Background: an optimization exercise with open tools, aiming at small area, a short achievable clock period and few clock cycles per item. Do not read the settings as production practice.
No run shown here included a check of the RTL's function; only the layout flow was run.

<file path="flow/design.v">
module hyperbolic_exp_cordic (
    input rstn,
    input clk,
    input signed [NUM_W - 1:0] z0,
    input in_valid,
    output in_ready,
    output reg signed [NUM_W - 1:0] w,
    output reg out_valid,
    input out_ready
);
    localparam NUM_W = 16;
    wire adv = !out_valid || out_ready;
    assign in_ready = adv;
    reg v0;
    reg [15:0] z_0;
    reg [3:0] dc_0;   
    wire [14:0] s0_u = z0[14:0] ^ {15{z0[15]}};
    wire s0_e1 = (s0_u < 15'd9000);
    wire s0_e2 = (s0_e1 ? (s0_u < 15'd4815) : (s0_u < 15'd13185));
    wire s0_e3 = (s0_e1 ? (s0_e2 ? (s0_u < 15'd2756) : (s0_u < 15'd6874)) : (s0_e2 ? (s0_u < 15'd11126) : (s0_u < 15'd15244)));
    wire s0_e4 = (s0_e1 ? (s0_e2 ? (s0_e3 ? (s0_u < 15'd1731) : (s0_u < 15'd3781)) : (s0_e3 ? (s0_u < 15'd5849) : (s0_u < 15'd7899))) : (s0_e2 ? (s0_e3 ? (s0_u < 15'd10101) : (s0_u < 15'd12151)) : (s0_e3 ? (s0_u < 15'd14219) : (s0_u < 15'd16269))));
    always @(posedge clk) if (!rstn) v0 <= 1'b0; else if (adv) v0 <= in_valid;
    always @(posedge clk) if (adv) begin z_0 <= z0; dc_0 <= {s0_e4, s0_e3, s0_e2, s0_e1} ^ {4{z0[15]}}; end
    reg v1;
    reg [4:0] d_1;    
    reg [8:0] y_1;    
    reg ok_1, sg_1;
    wire [15:0] s1_c = (dc_0[3] ? (dc_0[2] ? (dc_0[1] ? (dc_0[0] ? (z_0[15] ? 16'd18318 : 16'd318) : (z_0[15] ? 16'd9948 : 16'd57484)) : (dc_0[0] ? (z_0[15] ? 16'd14200 : 16'd61736) : (z_0[15] ? 16'd5830 : 16'd53366))) : (dc_0[1] ? (dc_0[0] ? (z_0[15] ? 16'd16268 : 16'd63804) : (z_0[15] ? 16'd7898 : 16'd55434)) : (dc_0[0] ? (z_0[15] ? 16'd12150 : 16'd59686) : (z_0[15] ? 16'd3780 : 16'd51316)))) : (dc_0[2] ? (dc_0[1] ? (dc_0[0] ? (z_0[15] ? 16'd16268 : 16'd63804) : (z_0[15] ? 16'd7898 : 16'd55434)) : (dc_0[0] ? (z_0[15] ? 16'd12150 : 16'd59686) : (z_0[15] ? 16'd3780 : 16'd51316))) : (dc_0[1] ? (dc_0[0] ? (z_0[15] ? 16'd14218 : 16'd61754) : (z_0[15] ? 16'd5848 : 16'd53384)) : (dc_0[0] ? (z_0[15] ? 16'd10100 : 16'd57636) : (z_0[15] ? 16'd1730 : 16'd49266)))));
    wire [15:0] s1_y = z_0 + s1_c;
    wire s1_ok = ~|s1_y[15:11];
    always @(posedge clk) if (!rstn) v1 <= 1'b0; else if (adv) v1 <= v0;
    always @(posedge clk) if (adv) begin
        d_1 <= {dc_0, z_0[15]};
        y_1 <= s1_y[9:1];
        ok_1 <= s1_ok;
        sg_1 <= s1_ok ? ~s1_y[10] : s1_y[15];
    end
    reg v2;
    reg [15:0] w_2;
    reg [9:0] d_2;   
    wire [10:0] s2_d = ok_1 ? {y_1[0], ~y_1[0], ~y_1[1], ~y_1[2], ~y_1[3], ~y_1[4], ~y_1[5], ~y_1[6], ~y_1[7], ~y_1[8], sg_1} : {11{sg_1}};   
    wire [15:0] s2_w = (s2_d[0] ? (d_1[4] ? (d_1[3] ? (d_1[2] ? (d_1[1] ? (d_1[0] ? 16'd5529 : 16'd16583) : (d_1[0] ? 16'd9213 : 16'd27639)) : (d_1[1] ? (d_1[0] ? 16'd7107 : 16'd21321) : (d_1[0] ? 16'd11844 : 16'd35532))) : (d_1[2] ? (d_1[1] ? (d_1[0] ? 16'd6264 : 16'd18793) : (d_1[0] ? 16'd10442 : 16'd31322)) : (d_1[1] ? (d_1[0] ? 16'd8054 : 16'd24162) : (d_1[0] ? 16'd13423 : 16'd40269)))) : (d_1[3] ? (d_1[2] ? (d_1[1] ? (d_1[0] ? 16'd6265 : 16'd18793) : (d_1[0] ? 16'd10442 : 16'd31322)) : (d_1[1] ? (d_1[0] ? 16'd8055 : 16'd24163) : (d_1[0] ? 16'd13423 : 16'd40269))) : (d_1[2] ? (d_1[1] ? (d_1[0] ? 16'd7099 : 16'd21298) : (d_1[0] ? 16'd11833 : 16'd35497)) : (d_1[1] ? (d_1[0] ? 16'd9127 : 16'd27382) : (d_1[0] ? 16'd15212 : 16'd45638))))) : (d_1[4] ? (d_1[3] ? (d_1[2] ? (d_1[1] ? (d_1[0] ? 16'd5885 : 16'd17651) : (d_1[0] ? 16'd9807 : 16'd29421)) : (d_1[1] ? (d_1[0] ? 16'd7565 : 16'd22695) : (d_1[0] ? 16'd12608 : 16'd37824))) : (d_1[2] ? (d_1[1] ? (d_1[0] ? 16'd6668 : 16'd20005) : (d_1[0] ? 16'd11114 : 16'd33342)) : (d_1[1] ? (d_1[0] ? 16'd8572 : 16'd25720) : (d_1[0] ? 16'd14289 : 16'd42867)))) : (d_1[3] ? (d_1[2] ? (d_1[1] ? (d_1[0] ? 16'd6669 : 16'd20005) : (d_1[0] ? 16'd11114 : 16'd33342)) : (d_1[1] ? (d_1[0] ? 16'd8573 : 16'd25721) : (d_1[0] ? 16'd14289 : 16'd42867))) : (d_1[2] ? (d_1[1] ? (d_1[0] ? 16'd7557 : 16'd22672) : (d_1[0] ? 16'd12595 : 16'd37787)) : (d_1[1] ? (d_1[0] ? 16'd9715 : 16'd29148) : (d_1[0] ? 16'd16192 : 16'd48582))))));
    always @(posedge clk) if (!rstn) v2 <= 1'b0; else if (adv) v2 <= v1;
    always @(posedge clk) if (adv) begin w_2 <= s2_w; d_2 <= s2_d[10:1]; end
    reg v3;
    reg [15:0] w_3;
    reg [8:0] d_3;
    always @(posedge clk) if (!rstn) v3 <= 1'b0; else if (adv) v3 <= v2;
    always @(posedge clk) if (adv) begin w_3 <= w_2 + ({16{d_2[0]}} ^ (w_2 >> 6)) + d_2[0]; d_3 <= d_2[9:1]; end
    reg v4;
    reg [15:0] w_4;
    reg [7:0] d_4;
    always @(posedge clk) if (!rstn) v4 <= 1'b0; else if (adv) v4 <= v3;
    always @(posedge clk) if (adv) begin w_4 <= w_3 + ({16{d_3[0]}} ^ (w_3 >> 7)) + d_3[0]; d_4 <= d_3[8:1]; end
    reg v5;
    reg [15:0] w_5;
    reg [6:0] d_5;
    always @(posedge clk) if (!rstn) v5 <= 1'b0; else if (adv) v5 <= v4;
    always @(posedge clk) if (adv) begin w_5 <= w_4 + ({16{d_4[0]}} ^ (w_4 >> 8)) + d_4[0]; d_5 <= d_4[7:1]; end
    reg v6;
    reg [15:0] w_6;
    reg [5:0] d_6;
    always @(posedge clk) if (!rstn) v6 <= 1'b0; else if (adv) v6 <= v5;
    always @(posedge clk) if (adv) begin w_6 <= w_5 + ({16{d_5[0]}} ^ (w_5 >> 9)) + d_5[0]; d_6 <= d_5[6:1]; end
    reg v7;
    reg [15:0] w_7;
    reg [4:0] d_7;
    always @(posedge clk) if (!rstn) v7 <= 1'b0; else if (adv) v7 <= v6;
    always @(posedge clk) if (adv) begin w_7 <= w_6 + ({16{d_6[0]}} ^ (w_6 >> 10)) + d_6[0]; d_7 <= d_6[5:1]; end
    reg v8;
    reg [15:0] w_8;
    reg [3:0] d_8;
    always @(posedge clk) if (!rstn) v8 <= 1'b0; else if (adv) v8 <= v7;
    always @(posedge clk) if (adv) begin w_8 <= w_7 + ({16{d_7[0]}} ^ (w_7 >> 11)) + d_7[0]; d_8 <= d_7[4:1]; end
    reg v9;
    reg [15:0] w_9;
    reg [2:0] d_9;
    always @(posedge clk) if (!rstn) v9 <= 1'b0; else if (adv) v9 <= v8;
    always @(posedge clk) if (adv) begin w_9 <= w_8 + ({16{d_8[0]}} ^ (w_8 >> 12)) + d_8[0]; d_9 <= d_8[3:1]; end
    reg v10;
    reg [15:0] w_10;
    reg [1:0] d_10;
    always @(posedge clk) if (!rstn) v10 <= 1'b0; else if (adv) v10 <= v9;
    always @(posedge clk) if (adv) begin w_10 <= w_9 + ({16{d_9[0]}} ^ (w_9 >> 13)) + d_9[0]; d_10 <= d_9[2:1]; end
    reg v11;
    reg [15:0] w_11;
    reg [0:0] d_11;
    always @(posedge clk) if (!rstn) v11 <= 1'b0; else if (adv) v11 <= v10;
    always @(posedge clk) if (adv) begin w_11 <= w_10 + ({16{d_10[0]}} ^ (w_10 >> 13)) + d_10[0]; d_11 <= d_10[1:1]; end
    always @(posedge clk) if (!rstn) out_valid <= 1'b0; else if (adv) out_valid <= v11;
    always @(posedge clk) if (adv) w <= w_11 + ({16{d_11[0]}} ^ (w_11 >> 14)) + d_11[0];
endmodule
</file>
<file path="flow/run.sh">
#!/bin/bash
# synth_recipe.tcl (not shown) runs the flow's synth.tcl, then flattens the netlist and writes it again
# the make line also repeats each setting of config.mk as NAME=value (left out here)
make -C /OpenROAD-flow-scripts/flow DESIGN_CONFIG=/design/flow/config.mk WORK_HOME=/design/flow/orfs CLKGATE_MAP_FILE= SYNTH_SCRIPT=/design/flow/synth_recipe.tcl finish
</file>
<file path="flow/config.mk">
export PLATFORM = sky130hd
export DESIGN_NAME = hyperbolic_exp_cordic
export DESIGN_NICKNAME = hyperbolic_exp_cordic
export VERILOG_FILES = /design/flow/design.v
export SDC_FILE = /design/flow/constraint.sdc
export NUM_CORES = 4
export LEC_CHECK = 0
export ABC_AREA = 1
export CAP_MARGIN = 20
export CORE_MARGIN = 2
export CORE_UTILIZATION = 40
export SETUP_SLACK_MARGIN = 2.5
export SLEW_MARGIN = 20
</file>
<file path="flow/constraint.sdc">
create_clock -name core_clock -period 5.5 [get_ports {clk}]
set_input_delay 1.1000 -clock core_clock [delete_from_list [all_inputs] [get_ports {clk}]]
set_output_delay 1.1000 -clock core_clock [all_outputs]
set_load 0.01 [all_outputs]
</file>
==> results_dict.tcl, run 1 <==
set metrics [dict create \
    min_period_ns 3.07 \
    cp.required_ns 5.84 \
    cts_buffers 35 \
    top_layer_used "met4" \
    ys.warnings.count 1 \
    syn_area_um2 17600 \
    core_um2 43300 \
    synth_top_area_cell "edfxtp_1" \
    regToRegSetupSlack_ns 2.43 \
    cp.arrival_ns 3.41 \
    synth.distinct_cells 48 \
    clk_latency_ns 0.52 \
    r2r_start "dc_0[1]$_DFFE_PP_" \
    gp_congestion 0.843 \
    rsz0062_at_grt "yes" \
    crit_end "sg_1$_DFFE_PP_" \
    tightest_slew_ns 0.915 \
    finalNonFillerCells 2515 \
    met3_length_mm 1.38 \
    start_kind "register" \
    post-route-util_pct 47.6 \
    final_hold_viol_count 0 \
    ys.flop_type "edfxtp_1" \
    placed_cells 2401 \
    die_area_um2 45700 \
    portBuffers 37 \
    h-tree-depth 2 \
    antenna_cells 0 \
    ant_nets 0 \
    setup_viol 0 \
    synthArstFlopShare_pct 0 \
    fin_skew_ns 0.0109 \
    cts-root-buf "clkbuf_16" \
    via_per_inst 5.09 \
    maxSlewViolCount 0 \
    track_usage_pct 17.3 \
    wl_per_cell_um 15.5 \
    hold_path.class "register to register" \
    ys_top_cells_by_area "edfxtp_1 45%, ha_1 13%, nand2_1 6.8%, xor2_1 6.8%, a21oi_1 5.0%" \
    crit_path_end_kind "register" \
    grt_antenna_before_repair 1 \
    die_y_um 214 \
    num_vias 12800 \
    netlist.area_leader.share_pct 45.4 \
    clk_path_buf_depth 3 \
    io_pins 38 \
    syn_nets 1999 \
    slew_headroom_pct 39.0 \
    ctsHoldBuffers 0 \
    clk_pin_slew_ns 0.06 \
    ys_seq_area_share_pct 46.9 \
    drt-pass1-iter-count 5 \
    ys_ff_latch 279 \
    min_period_over_period_pct 55.9 \
    cts_tree "built" \
    fillers 4079 \
    clock-sinks 279 \
    cp_slowest_cell "edfxtp_1" \
    slowest_delay_ns 0.49 \
    run_status "finished clean" \
    reg2reg_to "sg_1$_DFFE_PP_" \
    fin_nets 2118 \
    core.rowCount 76 \
    fin_tns_setup_ns 0 \
    wl_met1_mm 18.1 \
    synth_cells 1791 \
    drt_iter0_markers 909 \
    crit_path_frequent_cell "inv_2" \
    crit_chain "inv_2 -> ha_4 -> xnor2_2 -> ha_2 -> inv_2 -> fa_2 -> nand3b_1 -> nand2_2 -> a21boi_4 -> o21ai_2 -> nand2_1 -> a21oi_2 -> xnor2_1 -> nand4_1 -> o21bai_1" \
    drc 0 \
    max_freq_mhz 326 \
    grt_pass1_vias 12600 \
    synth_edf_count 266 \
    crit_type "register to register" \
    wirelength_mm 39.1 \
    path_max_fanout 2 \
    start_util_pct 40.7 \
    grt-ovfl-total 0 \
    maxCapViolCount 0 \
    crit_start "dc_0[1]$_DFFE_PP_" \
    die_x_um 214 \
    hpwlAfterDp_mm 27.4 \
    drive_gt1_share_pct 10.2 \
    met2_length_mm 18.8 \
    grt_first_pass_wirelength_mm 63.1 \
    syn_area_per_cell_um2 9.82 \
    grt_max_degree 165 \
    worstRegToRegCells 15 \
    area_growth_pct 17.0 \
]
-- metal layers --
metal / track usage, % / up-vias
li1: - / 6517
met5: 0 / -
met2: 30.2 / 203
met3: 2.48 / 56
met4: 5.44 / 0
met1: 22.3 / 6037
-- how the worst min path moves through the flow --
stage                     start           endpoint  slack [ns]  depth (start not counted)
2_1_floorplan  d_9[1]$_DFFE_PP_  d_10[0]$_DFFE_PP_        0.40                          0
3_3_place_gp   d_7[4]$_DFFE_PP_   d_8[3]$_DFFE_PP_        0.40                          0
3_5_place_dp   d_6[3]$_DFFE_PP_   d_7[2]$_DFFE_PP_        0.41                          0
4_1_cts        d_5[5]$_DFFE_PP_   d_6[4]$_DFFE_PP_        0.41                          0
5_1_grt        d_3[5]$_DFFE_PP_   d_4[4]$_DFFE_PP_        0.42                          0
6_report       d_3[5]$_DFFE_PP_   d_4[4]$_DFFE_PP_        0.41                          0
-- critical path, delay by kind of cell, from the launching register on --
kind / cells / cell delay, ns
buf+inv: 2 / 0.18
xor+xnor: 2 / 0.30
flops: 1 / 0.49
compound gates: 4 / 0.61
simple gates: 4 / 0.56
fa+ha+maj: 3 / 0.77
-- synth_stat cells (12+ instances only) --
| library cell | instances |
|---|---|
| nor2_1 | 143 |
| ha_1 | 177 |
| dfxtp_1 | 13 |
| xor2_1 | 137 |
| xnor2_1 | 58 |
| o211ai_1 | 17 |
| inv_1 | 154 |
| o21ai_1 | 15 |
| o21ai_0 | 94 |
| clkbuf_1 | 13 |
| a21boi_0 | 17 |
| edfxtp_1 | 266 |
| nand4_1 | 12 |
| nand3_1 | 82 |
| a21oi_1 | 177 |
| nand2_1 | 321 |
| nor3_1 | 13 |
-- cells in the final DEF (no fill, tap or decap), drive strengths merged, types with 6 or more instances in the layout --
| cell type | Yosys | routed |
|---|---|---|
| nor3 | 14 | 14 |
| dlymetal6s2s | 0 | 10 |
| fa | 11 | 11 |
| edfxtp | 266 | 266 |
| nand3 | 83 | 83 |
| buf | 4 | 61 |
| a21boi | 17 | 17 |
| xor2 | 140 | 140 |
| inv | 157 | 159 |
| clkdlybuf4s50 | 0 | 24 |
| o211ai | 17 | 17 |
| o2111ai | 11 | 11 |
| nand2 | 323 | 323 |
| a31oi | 6 | 6 |
| ha | 177 | 177 |
| a21oi | 177 | 177 |
| nand4 | 12 | 12 |
| xnor2 | 59 | 59 |
| clkinv | 1 | 9 |
| o21ai | 110 | 110 |
| dfxtp | 13 | 13 |
| nor2 | 145 | 145 |
| clkbuf | 13 | 45 |
-- through the flow --
step | area [µm²] | worst slack, ns | hold slack [ns]
2_1_floorplan | 17600 | 2.44 | 0.400
3_3_place_gp | 18700 | 1.33 | 0.400
3_5_place_dp | 18700 | 1.33 | 0.405
4_1_cts | 20200 | 2.24 | 0.415
5_1_grt | 20600 | 2.26 | 0.421
6_report | 20600 | 2.43 | 0.412
-- flip-flops by register name (all words and copies together) (netlist names), 9 cells and up --
name,cells
w,16
w_10,16
w_11,16
w_2,16
w_3,16
w_4,16
w_5,16
w_6,16
w_7,16
w_8,16
w_9,16
z_0,15
d_2,10
d_3,9
y_1,9
-- repair_timing --
item / in CTS / in global routing
endpoints found under the setup margin: 37 / 37
pin swaps: 14 / 25
gates resized for setup: 39 / 92
setup buffers: 45 / 10
gates cloned: 2 / 0
-- cell families after synthesis --
| kind of cell | after synthesis | share of synthesized area [%] |
|---|---|---|
| and+or+nand+nor | 579 | 13.4 |
| adders and majority gates | 188 | 13.8 |
| buffers and inverters | 175 | 3.89 |
| AOI/OAI and AO/OA | 371 | 11.9 |
| DFF | 279 | 46.9 |
| xor gates and xnor gates | 199 | 10.1 |
-- final cells by class --
class | instances | area [µm²] | area share, %
flip-flops and latches | 279 | 8250 | 40.1
well taps | 585 | 732 | 3.56
repair buffers | 97 | 872 | 4.24
clock inverters | 12 | 114 | 0.553
inverters | 158 | 606 | 2.94
repair inverters | 2 | 17.5 | 0.0851
clock buffers | 45 | 987 | 4.80
multi-input cells | 1337 | 9000 | 43.7
==> inputs of run 2 (changes only) <==
--- a/flow/design.v
+++ b/flow/design.v
@@ -24,20 +24,15 @@
     reg v1;
     reg [4:0] d_1;    
-    reg [8:0] y_1;    
-    reg ok_1, sg_1;
+    reg [15:1] y_1;
     wire [15:0] s1_c = (dc_0[3] ? (dc_0[2] ? (dc_0[1] ? (dc_0[0] ? (z_0[15] ? 16'd18318 : 16'd318) : (z_0[15] ? 16'd9948 : 16'd57484)) : (dc_0[0] ? (z_0[15] ? 16'd14200 : 16'd61736) : (z_0[15] ? 16'd5830 : 16'd53366))) : (dc_0[1] ? (dc_0[0] ? (z_0[15] ? 16'd16268 : 16'd63804) : (z_0[15] ? 16'd7898 : 16'd55434)) : (dc_0[0] ? (z_0[15] ? 16'd12150 : 16'd59686) : (z_0[15] ? 16'd3780 : 16'd51316)))) : (dc_0[2] ? (dc_0[1] ? (dc_0[0] ? (z_0[15] ? 16'd16268 : 16'd63804) : (z_0[15] ? 16'd7898 : 16'd55434)) : (dc_0[0] ? (z_0[15] ? 16'd12150 : 16'd59686) : (z_0[15] ? 16'd3780 : 16'd51316))) : (dc_0[1] ? (dc_0[0] ? (z_0[15] ? 16'd14218 : 16'd61754) : (z_0[15] ? 16'd5848 : 16'd53384)) : (dc_0[0] ? (z_0[15] ? 16'd10100 : 16'd57636) : (z_0[15] ? 16'd1730 : 16'd49266)))));
     wire [15:0] s1_y = z_0 + s1_c;
-    wire s1_ok = ~|s1_y[15:11];
     always @(posedge clk) if (!rstn) v1 <= 1'b0; else if (adv) v1 <= v0;
-    always @(posedge clk) if (adv) begin
-        d_1 <= {dc_0, z_0[15]};
-        y_1 <= s1_y[9:1];
-        ok_1 <= s1_ok;
-        sg_1 <= s1_ok ? ~s1_y[10] : s1_y[15];
-    end
+    always @(posedge clk) if (adv) begin d_1 <= {dc_0, z_0[15]}; y_1 <= s1_y[15:1]; end
     reg v2;
     reg [15:0] w_2;
     reg [9:0] d_2;   
-    wire [10:0] s2_d = ok_1 ? {y_1[0], ~y_1[0], ~y_1[1], ~y_1[2], ~y_1[3], ~y_1[4], ~y_1[5], ~y_1[6], ~y_1[7], ~y_1[8], sg_1} : {11{sg_1}};   
+    wire s2_ok = ~|y_1[15:11];
+    wire s2_sg = s2_ok ? ~y_1[10] : y_1[15];
+    wire [10:0] s2_d = s2_ok ? {y_1[1], ~y_1[1], ~y_1[2], ~y_1[3], ~y_1[4], ~y_1[5], ~y_1[6], ~y_1[7], ~y_1[8], ~y_1[9], s2_sg} : {11{s2_sg}};   
     wire [15:0] s2_w = (s2_d[0] ? (d_1[4] ? (d_1[3] ? (d_1[2] ? (d_1[1] ? (d_1[0] ? 16'd5529 : 16'd16583) : (d_1[0] ? 16'd9213 : 16'd27639)) : (d_1[1] ? (d_1[0] ? 16'd7107 : 16'd21321) : (d_1[0] ? 16'd11844 : 16'd35532))) : (d_1[2] ? (d_1[1] ? (d_1[0] ? 16'd6264 : 16'd18793) : (d_1[0] ? 16'd10442 : 16'd31322)) : (d_1[1] ? (d_1[0] ? 16'd8054 : 16'd24162) : (d_1[0] ? 16'd13423 : 16'd40269)))) : (d_1[3] ? (d_1[2] ? (d_1[1] ? (d_1[0] ? 16'd6265 : 16'd18793) : (d_1[0] ? 16'd10442 : 16'd31322)) : (d_1[1] ? (d_1[0] ? 16'd8055 : 16'd24163) : (d_1[0] ? 16'd13423 : 16'd40269))) : (d_1[2] ? (d_1[1] ? (d_1[0] ? 16'd7099 : 16'd21298) : (d_1[0] ? 16'd11833 : 16'd35497)) : (d_1[1] ? (d_1[0] ? 16'd9127 : 16'd27382) : (d_1[0] ? 16'd15212 : 16'd45638))))) : (d_1[4] ? (d_1[3] ? (d_1[2] ? (d_1[1] ? (d_1[0] ? 16'd5885 : 16'd17651) : (d_1[0] ? 16'd9807 : 16'd29421)) : (d_1[1] ? (d_1[0] ? 16'd7565 : 16'd22695) : (d_1[0] ? 16'd12608 : 16'd37824))) : (d_1[2] ? (d_1[1] ? (d_1[0] ? 16'd6668 : 16'd20005) : (d_1[0] ? 16'd11114 : 16'd33342)) : (d_1[1] ? (d_1[0] ? 16'd8572 : 16'd25720) : (d_1[0] ? 16'd14289 : 16'd42867)))) : (d_1[3] ? (d_1[2] ? (d_1[1] ? (d_1[0] ? 16'd6669 : 16'd20005) : (d_1[0] ? 16'd11114 : 16'd33342)) : (d_1[1] ? (d_1[0] ? 16'd8573 : 16'd25721) : (d_1[0] ? 16'd14289 : 16'd42867))) : (d_1[2] ? (d_1[1] ? (d_1[0] ? 16'd7557 : 16'd22672) : (d_1[0] ? 16'd12595 : 16'd37787)) : (d_1[1] ? (d_1[0] ? 16'd9715 : 16'd29148) : (d_1[0] ? 16'd16192 : 16'd48582))))));
     always @(posedge clk) if (!rstn) v2 <= 1'b0; else if (adv) v2 <= v1;
==> results_dict.tcl, run 2 <==
set metrics [dict create \
    run_status "finished clean" \
    fillers 4064 \
    gp_congestion 0.852 \
    synthArstFlopShare_pct 0 \
    synth_most_common_cell "nand2_1" \
    grt_antenna_before_repair 0 \
    clk_latency_ns 0.54 \
    rsz0062_at_grt "yes" \
    grt_max_degree 83 \
    ctsHoldBuffers 0 \
    drt_iter0_markers 961 \
    synth_top_area_cell "edfxtp_1" \
    met1_usage_pct 21.6 \
    clk_pin_slew_ns 0.05 \
    fin_tns_setup_ns 0 \
    cp.arrival_ns 3.31 \
    dp_slack_ns 1.53 \
    antenna_cells 0 \
    syn_area_per_cell_um2 9.90 \
    grt-ovfl-total 0 \
    h-tree-depth 2 \
    cp.required_ns 5.76 \
    syn_area_um2 17800 \
    clock-sinks 283 \
    clk_path_buf_depth 3 \
    portBuffers 37 \
    maxSlewViolCount 0 \
    max_freq_mhz 328 \
    area_growth_pct 16.4 \
    hpwlAfterDp_mm 26.5 \
    track_usage_pct 16.5 \
    min_period_over_period_pct 55.4 \
    use_met3_pct 2.96 \
    ys_ff_latch 283 \
    tightest_slew_ns 1.01 \
    start_kind "register" \
    die_y_um 215 \
    final_cell_mix "325 x nand2_1, 270 x edfxtp_1, 168 x ha_1, 161 x a21oi_1, 156 x inv_1" \
    grt_first_pass_wirelength_mm 62.4 \
    met2_usage_pct 27.6 \
    grt_pass1_vias 12600 \
    crit_family "adder cells" \
    core_um2 44000 \
    hold_path.class "register to register" \
    maxCapViolCount 0 \
    min_period_ns 3.04 \
    fin_skew_ns 0.0199 \
    crit_type "register to register" \
    syn_nets 2006 \
    path_max_fanout 3 \
    wl_per_cell_um 15.0 \
    drc 0 \
    cts-root-buf "clkbuf_16" \
    crit_chain "inv_2 -> ha_4 -> xnor2_4 -> xor2_2 -> ha_2 -> fa_2 -> nand3_2 -> nand3_2 -> nand4_1 -> o211ai_1 -> nand2_1 -> nand2_2 -> a21oi_4 -> o31ai_4 -> xor2_1" \
    cts_tree "built" \
    setup_slack_ns 2.46 \
    cts_buffers 35 \
    synth_cells 1798 \
    cp_slowest_cell "edfxtp_1" \
    wirelength_mm 38.0 \
    start_util_pct 40.4 \
    die_x_um 215 \
    crit_path_frequent_cell "nand3_2" \
    ys.flop_type "edfxtp_1" \
    synth_top_cells_by_count "329 x nand2_1, 270 x edfxtp_1, 177 x ha_1" \
    netlist.area_leader.share_pct 45.6 \
    ys.warnings.count 1 \
    whs_ns 0.403 \
    slew_headroom_pct 33.0 \
    io_pins 38 \
    synth.distinct_cells 52 \
    ys_top_cells_by_area "edfxtp_1 46%, ha_1 12%, xor2_1 7.5%, nand2_1 6.9%, a21oi_1 4.7%" \
    via_per_inst 5.10 \
    layout.cells.most_common "nand2_1" \
    drive_gt1_share_pct 9.45 \
    die_area_um2 46200 \
    grt_busiest_layer "met2" \
    core.rowCount 77 \
    crit_path_end_kind "register" \
    worst-path-buf-inv 1 \
    slowest_delay_ns 0.49 \
    ys_seq_area_share_pct 47.0 \
    synth_edf_count 270 \
    drt-pass1-iter-count 5 \
    final_hold_viol_count 0 \
    num_vias 12900 \
    ant_nets 0 \
    fin_nets 2122 \
    setup_viol 0 \
]
## run 2: cell families after synthesis
logic type      synth area share (%)
simple gates                    12.8
compound gates                  12.3
xor+xnor                        10.1
buf+inv                         4.06
flops                           47.0
fa+ha+maj                       13.7
## run 2: layout make-up
class	count	area [µm²]	share of cell area, %
clock buffer	40	895	4.32
clock inverter	20	166	0.803
inverter	163	633	3.06
multi-input combinational	1332	8970	43.3
sequential	283	8370	40.4
tap	592	741	3.58
timing repair buffer	96	908	4.39
timing repair inverter	3	26.3	0.127
## run 2: final timing paths
path	from	to	slack [ns]	depth (start not counted)
min	d_4[7]$_DFFE_PP_	d_5[6]$_DFFE_PP_	0.40	0
max reg2reg	dc_0[1]$_DFFE_PP_	y_1[15]$_DFFE_PP_	2.46	15
min reg2reg	d_4[7]$_DFFE_PP_	d_5[6]$_DFFE_PP_	0.40	0
max	dc_0[1]$_DFFE_PP_	y_1[15]$_DFFE_PP_	2.46	15
## run 2: through the flow
| stage | cells | utilization [%] | area (µm²) |
|---|---|---|---|
| final | 2529 | 47.0 | 20700 |
| after global placement | 2412 | 42.8 | 18800 |
| after floorplan | 1798 | - | 17800 |
| after CTS | 2510 | 46.3 | 20400 |
| after global routing | 2529 | 47.0 | 20700 |
| after detailed placement | 2412 | 42.8 | 18800 |
## run 2: metal layers
layer	routed length [µm]	up-vias	share of wire (%)
met5	0	-	0
met3	1720	57	4.5
met4	845	0	2.2
met1	17100	5986	45
li1	-	6560	-
met2	18300	287	48
## run 2: repair_timing
item                       4_1_cts  5_1_grt
gates resized for setup         42       69
cloned                           5        0
buffers inserted                33       19
setup endpoints to repair       17       29
pin swaps                       11       17

==> afterwards: timing with drivers on the ports <==
The flow's constraints put no driver on any port. The routed layouts listed below were extracted and timed again, unchanged, in two steps. Step 1 assumes that a clkbuf_16 drives the clock port and a buf_2 every other input. Step 2 also shifts input and output timing later by t, the mid clock arrival at the registers, as if the neighbouring blocks saw the same clock. Slacks: ideal ports / drivers / drivers and shift; pairs: ideal ports / drivers.
run | t, ns | setup slack, ns | worst setup path at the end | worst register clock-pin slew, ns | cell pins on the clock port's net
run 1 | 0.573 | 2.428 / 2.428 / 2.151 | input to register | 0.06 / 0.06 | 1
run 2 | 0.591 | 2.455 / 2.455 / 2.143 | input to register | 0.06 / 0.06 | 1
After both steps setup and hold are still met in every run listed. For run 2, which loses most, drivers alone change the setup slack by 0.000 ns; drivers and shift together by -0.312 ns.
